From an optimization exercise on the open Yosys and OpenROAD flow, aimed at small area; shortcuts taken in it are not production practice.
In this exercise RTL edits were held to simulation tests only and were not proved equivalent to the original.
Power and IR drop assume default switching activity.

==> run a: inputs <==
## top_RISCV
module top_RISCV #(
    parameter n = 10,
    parameter m = 32
)(
    input wire clk,
    input wire rst,
    output wire [n-1:0] addr,
    output wire [m-1:0] write_data,
    output wire memwr,
    input wire [31:0] read_data,
    output wire [31:0] PC,
    input wire [31:0] instr
);
==> module top_RISCV, before the edit <==
module top_RISCV #(
    parameter n = 10,
    parameter m = 32
)(
    input wire clk,
    input wire rst,
    output wire [n-1:0] addr,
    output wire [m-1:0] write_data,
    output wire memwr,
    input wire [31:0] read_data,
    output wire [31:0] PC,
    input wire [31:0] instr
);
reg  [2:0]  ph;          
reg         clr;         
reg  [31:1] pc_q;        
reg  [27:0] sr;          
reg  [11:0] lk;          
reg  [9:0]  addr_q;      
reg  [4:0]  rd_w;        
reg         we_w, ld_w;
reg         cy, lc, neq;
assign PC = {pc_q, 1'b0};
assign addr = addr_q;
wire [6:0] op = instr[6:0];
wire is_b    = op[6] & ~op[2];
wire is_jalr = op[6] & op[2] & ~op[3];
wire is_jal  = op[6] & op[3];
wire is_r    = ~op[6] & op[5] & op[4];
wire is_i    = ~op[6] & ~op[5] & op[4];
wire is_ld   = ~op[6] & ~op[5] & ~op[4];
wire is_st   = ~op[6] & op[5] & ~op[4];
wire is_jl   = is_jal | is_jalr;
wire wr_rd   = is_r | is_i | is_ld | is_jl;
reg [31:0] imm;
always @* begin
    if (is_st)      imm = {{20{instr[31]}}, instr[31:25], instr[11:7]};
    else if (is_b)  imm = {{20{instr[31]}}, instr[7], instr[30:25], instr[11:8], 1'b0};
    else if (is_jal) imm = {{12{instr[31]}}, instr[19:12], instr[20], instr[30:21], 1'b0};
    else            imm = {{20{instr[31]}}, instr[31:20]};
end
wire [31:0] pc_full = {pc_q, 1'b0};
wire [3:0] immn = imm[ph*4 +: 4];
wire [3:0] pcn  = pc_full[ph*4 +: 4];
wire [2:0] rph  = ph + 3'd5;
wire [3:0] rdn  = read_data[rph*4 +: 4];
wire [127:0] taps;    
assign taps[3:0] = 4'b0;
wire [3:0] wd;
genvar r;
generate
    for (r = 1; r < 32; r = r + 1) begin : g_reg
        reg [31:0] q;
        wire we  = we_w & (rd_w == r);
        wire web = ~(we | clr);
        always @(posedge clk)
            q <= {q[3:0], q[31:24], ({4{we}} & wd) | ({4{web}} & q[23:20]), q[19:4]};
        assign taps[4*r +: 4] = q[3:0];
    end
endgenerate
function [3:0] rd_port(input [4:0] a, input [127:0] t);
    reg [7:0] s;
    reg [3:0] g0, g1, g2, g3;
    integer i;
    begin
        s = 8'b1 << a[2:0];
        g0 = 4'b0; g1 = 4'b0; g2 = 4'b0; g3 = 4'b0;
        for (i = 0; i < 8; i = i + 1) begin
            g0 = g0 | ({4{s[i]}} & t[4*i +: 4]);
            g1 = g1 | ({4{s[i]}} & t[32 + 4*i +: 4]);
            g2 = g2 | ({4{s[i]}} & t[64 + 4*i +: 4]);
            g3 = g3 | ({4{s[i]}} & t[96 + 4*i +: 4]);
        end
        case (a[4:3])
            2'd0: rd_port = g0;
            2'd1: rd_port = g1;
            2'd2: rd_port = g2;
            default: rd_port = g3;
        endcase
    end
endfunction
wire [3:0] rs1n = rd_port(instr[19:15], taps);
wire [3:0] rs2n = rd_port(instr[24:20], taps);
wire sub   = is_r & instr[30];
wire logic_op = ~op[6] & op[4] & instr[14];
wire [3:0] A = (is_b | is_jal) ? pcn : rs1n;
wire [3:0] B = is_r ? rs2n : immn;
wire cin = (ph == 3'd0) ? sub : cy;
wire [4:0] sum = A + (B ^ {4{sub}}) + cin;
wire [3:0] res = logic_op ? (instr[12] ? (A & B) : (A | B)) : sum[3:0];
wire [4:0] lsum = pcn + ((ph == 3'd0) ? 4'd4 : {3'b0, lc});
wire ne_now = |(rs1n ^ rs2n);
wire taken = is_b & ~((neq | ne_now) ^ instr[12]);
wire jump = is_jl | taken;
assign wd = ld_w ? rdn : lk[11:8];
assign write_data = {rs2n, sr};
assign memwr = is_st & (ph == 3'd7) & ~clr;
always @(posedge clk) begin
    cy  <= sum[4];
    lc  <= lsum[4];
    neq <= (ph != 3'd0 & neq) | ne_now;
    sr  <= {is_st ? rs2n : res, sr[27:4]};
    lk  <= {lk[7:0], is_jl ? lsum[3:0] : res};
    if (ph == 3'd2) begin
        addr_q <= {res[1:0], lk[3:0], lk[7:4]};
        rd_w <= instr[11:7];
        ld_w <= is_ld;
    end
end
always @(posedge clk or posedge rst) begin
    if (rst) begin
        ph <= 3'd0;
        clr <= 1'b1;
        pc_q <= 31'b0;
        we_w <= 1'b0;
    end else begin
        ph <= ph + 3'd1;
        if (ph == 3'd2)
            we_w <= wr_rd & ~clr;
        if (ph == 3'd7) begin
            clr <= 1'b0;
            if (!clr)
                pc_q <= jump ? {res, sr[27:1]} : {pc_q[31:2] + 30'd1, pc_q[1]};
        end
    end
end
endmodule
export LEC_CHECK = 0
export ABC_AREA = 1
export CAP_MARGIN = 20
export CORE_MARGIN = 2
export CORE_UTILIZATION = 40
export SLEW_MARGIN = 20
create_clock -name core_clock -period 20.0 [get_ports {clk}]
standard.sh (not shown) runs the stock make flow with config.mk's settings and CLKGATE_MAP_FILE= SYNTH_SCRIPT=/design/flow/synth_recipe.tcl, a recipe that flattens the netlist after the stock synthesis.
==> flow/flow/run.sh <==
#!/bin/bash
# Layout flow: ORFS's own steps, with three changes that only affect how the
# layout is built: a different ABC mapping script in synthesis (registers are
# mapped before ABC, exactly as in the standard synthesis), the smallest buffer
# for the port buffers, and clock tree settings (leaf clustering, no dummy loads).
# Each tool's output goes to a log file in the work folder (orfs/logs/... for
# the ORFS steps).
set -euo pipefail
W=$(pwd)
F=$W/flow
{
  printf 'proc abc {args} {\n  set i [lsearch $args -script]\n  if {$i >= 0} { lset args [expr {$i + 1}] %s }\n  yosys abc {*}$args\n}\n' "$F/abc.script"
  cat "$W/synth_recipe.tcl"
} > "$W/own_synth.tcl"
. "$F/settings.sh"
make -C "$FLOW_HOME" DESIGN_CONFIG="$W/config.mk" WORK_HOME="$W/orfs" CLKGATE_MAP_FILE= \
  SYNTH_SCRIPT="$W/own_synth.tcl" \
  "BUFFER_PORTS_ARGS=$BUFFER_PORTS_ARGS" \
  "CTS_ARGS=$CTS_ARGS" \
  finish > "$W/make.log" 2>&1
R=$W/orfs/results/$FLOW_PLATFORM/top_RISCV/base
: # left out here: write the final layout as DEF
==> flow/flow/abc.script <==
strash
&get -n
&dch -f
&nf -R 1000
&put
topo
==> flow/flow/settings.sh <==
BUFFER_PORTS_ARGS="-buffer_cell sky130_fd_sc_hd__buf_1"
CTS_ARGS="-sink_clustering_enable -repair_clock_nets -dont_use_dummy_load -buf_list sky130_fd_sc_hd__clkbuf_8 -sink_clustering_size 16 -sink_clustering_max_diameter 80"
==> inputs of run b, as changes to run a <==
--- a/flow/design.v
+++ b/flow/design.v
@@ -20,3 +20,3 @@
 reg  [4:0]  rd_w;        
-reg         we_w, ld_w;
+reg         we_w, ld_w, jl_w;
 reg         cy, lc, neq;
@@ -46,4 +46,4 @@
 wire [3:0] rdn  = read_data[rph*4 +: 4];
-wire [127:0] taps;    
-assign taps[3:0] = 4'b0;
+wire [3:0] tap [0:31];
+assign tap[0] = 4'b0;
 wire [3:0] wd;
@@ -53,32 +53,10 @@
         reg [31:0] q;
-        wire we  = we_w & (rd_w == r);
-        wire web = ~(we | clr);
+        wire we = clr | (we_w & (rd_w == r));
         always @(posedge clk)
-            q <= {q[3:0], q[31:24], ({4{we}} & wd) | ({4{web}} & q[23:20]), q[19:4]};
-        assign taps[4*r +: 4] = q[3:0];
+            q <= {q[3:0], q[31:24], we ? wd : q[23:20], q[19:4]};
+        assign tap[r] = q[3:0];
     end
 endgenerate
-function [3:0] rd_port(input [4:0] a, input [127:0] t);
-    reg [7:0] s;
-    reg [3:0] g0, g1, g2, g3;
-    integer i;
-    begin
-        s = 8'b1 << a[2:0];
-        g0 = 4'b0; g1 = 4'b0; g2 = 4'b0; g3 = 4'b0;
-        for (i = 0; i < 8; i = i + 1) begin
-            g0 = g0 | ({4{s[i]}} & t[4*i +: 4]);
-            g1 = g1 | ({4{s[i]}} & t[32 + 4*i +: 4]);
-            g2 = g2 | ({4{s[i]}} & t[64 + 4*i +: 4]);
-            g3 = g3 | ({4{s[i]}} & t[96 + 4*i +: 4]);
-        end
-        case (a[4:3])
-            2'd0: rd_port = g0;
-            2'd1: rd_port = g1;
-            2'd2: rd_port = g2;
-            default: rd_port = g3;
-        endcase
-    end
-endfunction
-wire [3:0] rs1n = rd_port(instr[19:15], taps);
-wire [3:0] rs2n = rd_port(instr[24:20], taps);
+wire [3:0] rs1n = tap[instr[19:15]];
+wire [3:0] rs2n = tap[instr[24:20]];
 wire sub   = is_r & instr[30];
@@ -94,3 +72,3 @@
 wire jump = is_jl | taken;
-assign wd = ld_w ? rdn : lk[11:8];
+assign wd = clr ? 4'b0 : ld_w ? rdn : jl_w ? lk[11:8] : sr[19:16];
 assign write_data = {rs2n, sr};
@@ -106,3 +84,5 @@
         rd_w <= instr[11:7];
+        we_w <= wr_rd & ~clr;
         ld_w <= is_ld;
+        jl_w <= is_jl;
     end
@@ -114,7 +94,4 @@
         pc_q <= 31'b0;
-        we_w <= 1'b0;
     end else begin
         ph <= ph + 3'd1;
-        if (ph == 3'd2)
-            we_w <= wr_rd & ~clr;
         if (ph == 3'd7) begin
==> flow/run.sh (new file) <==
#!/bin/bash
# synth_recipe.tcl (not shown) runs the flow's synth.tcl, then flattens the netlist and writes it again
# the make line also repeats each setting of config.mk as NAME=value (left out here)
make -C /OpenROAD-flow-scripts/flow DESIGN_CONFIG=/design/flow/config.mk WORK_HOME=/design/flow/orfs CLKGATE_MAP_FILE= SYNTH_SCRIPT=/design/flow/synth_recipe.tcl finish
removed: flow/flow/run.sh
removed: flow/flow/abc.script
removed: flow/flow/settings.sh
removed: flow/standard.sh
==> qor summary <==
Outcome: run b no timing/DRC/antenna violations; run a no timing/DRC/antenna violations
Hold slack final: run b 0.3029 ns; run a 0.2944 ns
Count of clock-net buffers in the final layout: run b 135; run a 78
Xor-xnor portion of the synthesized cell area: run b 0.9454%; run a 1.306%
Routed length per placed instance: run b 19.38 µm; run a 20.69 µm
Source of the worst hold timing path: run b g_reg[11].q[26]$_DFF_P_; run a g_reg[7].q[18]$_DFF_P_
Met3 wire len: run b 4513 µm; run a 3427 µm
CP Max Fanout: run b 9; run a 16
Maximum number of pins on one net before global-route repair: run b 62; run a 44
Power Total: run b 4731 µW; run a 3652 µW
Core region area: run b 73,210 µm²; run a 68,350 µm²
Clock buffers and inverters, area share: run b 10.15%; run a 3.529%
Worst clock skew on the final layout: run b 0.03336 ns; run a 0.08593 ns
Setup slack, reg-to-reg: run b 15.45 ns; run a 15.82 ns
Layout Cells excl Fill: run b 3,986; run a 2,987
Fraction of power consumed by the clock network: run b 42.5%; run a 26.3%
Crit share post-route: run b 56.26%; run a 54.96%
Well-Tap Cells: run b 959; run a 882
Worst R2R End: run b pc_q[29]$_DFFE_PP0P_; run a lk[2]$_DFF_P_
Area growth from synthesis to final layout: run b 20.28%; run a 10.61%
Number of nets in the final layout: run b 3,021; run a 2,183
Count of vias placed by the detailed router: run b 19,110; run a 15,143
Proportion of layout cells with a drive suffix above 1: run b 6.905%; run a 5.852%

[port drivers added, routing unchanged]
The flow's constraints put no driver on any port. The routed layouts listed below were extracted and timed again, unchanged, in two steps.
Step 1 (the two cells are an assumption about what drives the block):
set clk [get_ports {clk}]
set_driving_cell -lib_cell sky130_fd_sc_hd__clkbuf_16 $clk
set_driving_cell -lib_cell sky130_fd_sc_hd__buf_2 [delete_from_list [all_inputs] $clk]
Step 2 also shifts input and output timing later by t, the mid clock arrival at the registers, as if the neighbouring blocks saw the same clock.
Slacks: ideal ports / drivers / drivers and shift; pairs: ideal ports / drivers.
| run | shift t [ns] | setup slack, ns | slew at the worst register clock pin (ns) | worst slew at a driven data input, ns | cell pins on the clock port's net |
|---|---|---|---|---|---|
| run a | 0.703 | 9.008 / 8.982 / 8.982 | 0.11 / 0.11 | 0.10 | 1 |
| run b | 0.714 | 8.748 / 8.725 / 8.725 | 0.07 / 0.07 | 0.08 | 1 |
After both steps every run listed still meets setup and hold. The setup slack of run a, which loses most, moves by -0.026 ns with the drivers and by -0.026 ns with both steps.
